Source: an optimization exercise on an open RTL-to-GDS flow (aim: small area, a short achievable clock period and few clock cycles). Production flows keep margins and buffers that such runs may drop.
Only simulation tests tie the RTL to the original design; equivalence was not proved.

`design.v`:
```
module mac(
    input [15:0] m,
    input [15:0] x,
    input [15:0] k,
    output [15:0] s,
    output o
);
    reg [20:0] acc;
    reg [15:0] row;
    reg hi;
    integer i;
    always @(*) begin
        acc = {5'd0, k};
        hi = 1'b0;
        for (i = 0; i < 16; i = i + 1) begin
            row = x << i;
            acc = acc + {5'd0, {16{m[i]}} & row};
            if (i > 0) hi = hi | (m[i] & (|(x >> (16 - i))));
        end
    end
    assign s = acc[15:0];
    assign o = hi | (|acc[20:16]);
endmodule
module projeto(
    input ck,
    input inicio,
    input rst,
    input [15:0] X,
    input [15:0] A,
    input [15:0] B,
    input [15:0] C,
    output pronto,
    output overflow,
    output [15:0] resultado
);
    reg busy, pr, ov;
    reg [15:0] r;
    wire [15:0] m = busy ? r : A;
    wire [15:0] k = busy ? C : B;
    wire [15:0] s;
    wire o;
    mac u(.m(m), .x(X), .k(k), .s(s), .o(o));
    always @(posedge ck) begin
        r  <= s;
        ov <= o | (busy & ov);
        if (rst) begin
            busy <= 1'b0;
            pr   <= 1'b0;
        end else begin
            busy <= ~busy & inicio;
            pr   <= busy;
        end
    end
    assign pronto = pr;
    assign resultado = r;
    assign overflow = ov;
endmodule
```
`config.mk`:
```
export PLATFORM = sky130hd
export DESIGN_NAME = projeto
export DESIGN_NICKNAME = projeto
export VERILOG_FILES = /design/flow/design.v
export SDC_FILE = /design/flow/constraint.sdc
export NUM_CORES = 4
export LEC_CHECK = 0
export CAP_MARGIN = 20
export CORE_MARGIN = 2
export CORE_UTILIZATION = 40
export SLEW_MARGIN = 20
```
`constraint.sdc`:
```
create_clock -name core_clock -period 9.5 [get_ports {ck}]
set_input_delay 1.9000 -clock core_clock [delete_from_list [all_inputs] [get_ports {ck}]]
set_output_delay 1.9000 -clock core_clock [all_outputs]
set_load 0.01 [all_outputs]
```
`run.sh`:
```
#!/bin/bash
# synth_recipe.tcl (not shown) runs the flow's synth.tcl, then flattens the netlist and writes it again
# the make line also repeats each setting of config.mk as NAME=value (left out here)
make -C /OpenROAD-flow-scripts/flow DESIGN_CONFIG=/design/flow/config.mk WORK_HOME=/design/flow/orfs CLKGATE_MAP_FILE= SYNTH_SCRIPT=/design/flow/synth_recipe.tcl finish
```
==> run summary <==
[cell type report]
cell class / count / area [sq um]
clock buffer: 3 / 75.1
sequential: 19 / 382
multi-input combinational: 494 / 5000
fill: 1376 / 7340
timing repair buffer: 99 / 953
tap: 184 / 230
inverter: 100 / 375
clock inverter: 1 / 5.00
[metrics by stage]
step	worst slack [ns]	utilization, %
2_1_floorplan	0.509	-
3_3_place_gp	0.357	48.3
3_5_place_dp	0.152	48.3
4_1_cts	0.420	48.9
5_1_grt	0.0819	48.9
6_report	0.546	48.9
[final timing paths]
kind | from | to | depth (start not counted)
max reg2reg | busy | ov | 24
min reg2reg | r[0] | r[0] | 3
max | C[0] | ov | 25
min | r[0] | r[0] | 3
[synth_stat cells (2+ instances only)]
cell,instances,area (sq um)
fa_1,107,2140
inv_1,100,375
nand2_1,67,251
ha_1,64,801
nor2b_1,55,344
mux2_2,27,304
nor2_1,27,101
and2_1,25,156
dfxtp_1,19,380
o21ai_0,17,85.1
a21oi_1,15,75.1
clkbuf_1,15,56.3
xnor2_1,10,87.6
a211oi_1,9,67.6
a21o_1,6,45.0
mux2i_1,6,60.1
xor2_1,6,52.6
nor3_1,5,25.0
o21a_1,5,37.5
buf_2,4,20.0
a22oi_1,3,22.5
a2bb2oi_1,3,26.3
nand2b_1,3,18.8
nor3b_1,3,22.5
a221oi_1,2,17.5
a31oi_1,2,12.5
and3_1,2,12.5
nand4_1,2,12.5
o21bai_1,2,15.0
o22ai_1,2,12.5
o311ai_0,2,17.5
o41ai_1,2,17.5
[flip-flops by register name, summed over array words and instances (netlist names)]
name,cells
r,16
busy,1
ov,1
pr,1
[layout by cell type (no fill, tap or decap), types with 3 or more instances in the layout]
cell type,n
nor2b_1,55
a2bb2oi_1,3
a21oi_1,15
inv_1,100
a21o_1,6
and2_1,25
mux2_2,27
ha_1,64
a22oi_1,3
mux2i_1,5
nor3_1,5
dfxtp_1,18
o21a_1,5
nand2_1,67
nand2b_1,3
buf_4,15
xnor2_1,10
clkdlybuf4s50_1,84
xor2_1,6
a211oi_1,9
nor2_1,27
fa_1,107
clkbuf_16,3
o21ai_0,17
[worst reg2reg max path, stage by stage, from the launching register on]
cell and delay, ns:
dfxtp_2 0.97, mux2_2 0.43, ha_1 0.25, fa_1 0.49
a211oi_1 0.24, nor2_1 0.12, o41ai_1 0.26, buf_4 0.19
o311ai_1 0.14, a21oi_1 0.19, xor2_1 0.24, fa_1 0.46
fa_1 0.58, fa_1 0.45, fa_1 0.45, fa_1 0.43
fa_1 0.51, inv_1 0.04, ha_1 0.35, a21oi_1 0.20
nor3b_2 0.18, o221ai_1 0.14, a2111oi_2 0.29, and4bb_1 0.23
o2111ai_1 0.09
[repair_timing]
action,in CTS,in global routing
endpoints found under the setup margin,0,1
gates resized for setup,0,2
setup buffers,0,0
[layer usage]
metal,share of wire (%),GRT usage (%)
met1,44,28.7
met2,48,36.0
met3,6.7,3.09
met4,1.5,3.64
met5,0,0
[cells by family (layout without fill, tap and decap cells)]
| logic type | Yosys count | count (layout) | share of synthesized area, % |
|---|---|---|---|
| compound gates | 78 | 78 | 9.10 |
| xor+xnor | 16 | 16 | 2.40 |
| fa+ha+maj | 171 | 171 | 50.5 |
| buf+inv | 120 | 203 | 7.81 |
| flops | 19 | 19 | 6.52 |
| mux | 33 | 33 | 6.24 |
| simple gates | 196 | 196 | 17.5 |
==> impl_metrics.yaml <==
setup_path:
  r2r_setup_slack_ns: 1.46
  path_max_fanout: 5
  cpMostUsedCell: "fa_1"
  crit_path_start_kind: "primary input"
  slowest_delay_ns: 0.58
  cp.required_ns: 9.63
  worstSetupEndpointType: "flip-flop"
  critPathBufInv: 3
  critical_path.slowest_cell: "fa_1"
  worst_ep_arrival_time_ns: 9.09
  worstSetupPathType: "in2reg"
  cpLargestDelayFamily: "adder cells"
yosys:
  synth_nets: 871
  netlist_area_sq_um: 5830
  ys_ff_latch: 19
  syn_avg_cell_area_sq_um: 9.21
  yosysSeqAreaShare_pct: 6.52
  yosys_warnings: 2
  syn_inst: 633
  ys_types: 48
  async_reset_ff_share_pct: 0
  ys.flop_type: "dfxtp_1"
  synth_edf_count: 0
grt:
  grt_max_degree: 43
  grt_usage_pct: 21.0
  grt_pass1_wl_mm: 25.8
  grt-ovfl-total: 0
  antenna_found_initial: 0
  grt_pass1_vias: 4935
placement:
  dp_cells: 896
  io_buffers: 84
  post-dp-hpwl_mm: 13.1
  place_congestion: 0.901
  post_dp_cell_area_sq_um: 6940
die:
  dieWidth_um: 125
  core_area_sq_um: 14400
  die_h_um: 125
  start_util_pct: 40.6
  fp-row-count: 44
  dieArea_sq_um: 15600
  pin_count: 85
cells_and_area:
  nNetsFinal: 955
  antennaDiodeCount: 0
  fin_cells: 900
  final_area_sq_um: 7030
  syn_to_final_growth_pct: 20.5
  drive_gt1_share_pct: 7.54
clock_tree:
  postCtsHoldBufs: 0
  tritoncts: "built"
  clkSlewWorstSetupHoldPaths_ns: 0.07
  clock_sinks: 19
  cts_root_buffer: "clkbuf_16"
  clock_latency_ns: 0.26
  htreeDepth: 1
  cts_inserted_buffers: 3
  clk_path_buf_depth: 2
route:
  remaining_drc_errors: 0
  drtIter0Drc: 203
  via_per_inst: 5.22
  first_pass_iters: 4
  drtAntennaViolNets: 0
  routedWlPerCell_um: 17.8
  vias: 4696
  wl_mm: 16.0
outcome:
  status: "finished clean"
worst_hold_path:
  hp-class: "reg2reg"
timing:
  finalSetupTns_ns: 0
  fin_crit_ns: 8.95
  slew_violations: 0
  setup_viol: 0
  hold_ws_ns: 0.695
  slew_headroom_pct: 34.6
  timing.fmax_mhz: 112
  rsz0062_at_grt: "false"
  min_period_over_period_pct: 94.3
  clock_skew_ns: 0.0101
  hold_viol: 0
  worstMarginPinSlew_ns: 0.981
flow_run:
  cap_violations: 0
Testbench counts, summed over its fixed seeds: cycles 4,800.

-- port drivers added, routing unchanged --
Ports are ideal in the flow. The routed layout listed here was re-timed in OpenROAD.
Step 1, drivers: a clkbuf_16 drives ck and a buf_2 each remaining input, both assumed.
Step 2 also shifts input and output timing later by t, the mid clock arrival at the registers, as if the neighbouring blocks saw the same clock.
Three values: ideal ports, drivers, drivers and shift; two values: the first two.
t (ns): 0.291
slack for setup (ns): 0.546 / 0.541 / 0.250
clock arrival spread, ns: 0.010 / 0.010
worst data-port slew with drivers (ns): 0.05
After both steps setup and hold are still met in this run. The setup slack of this run moves by -0.005 ns with the drivers and by -0.296 ns with both steps.
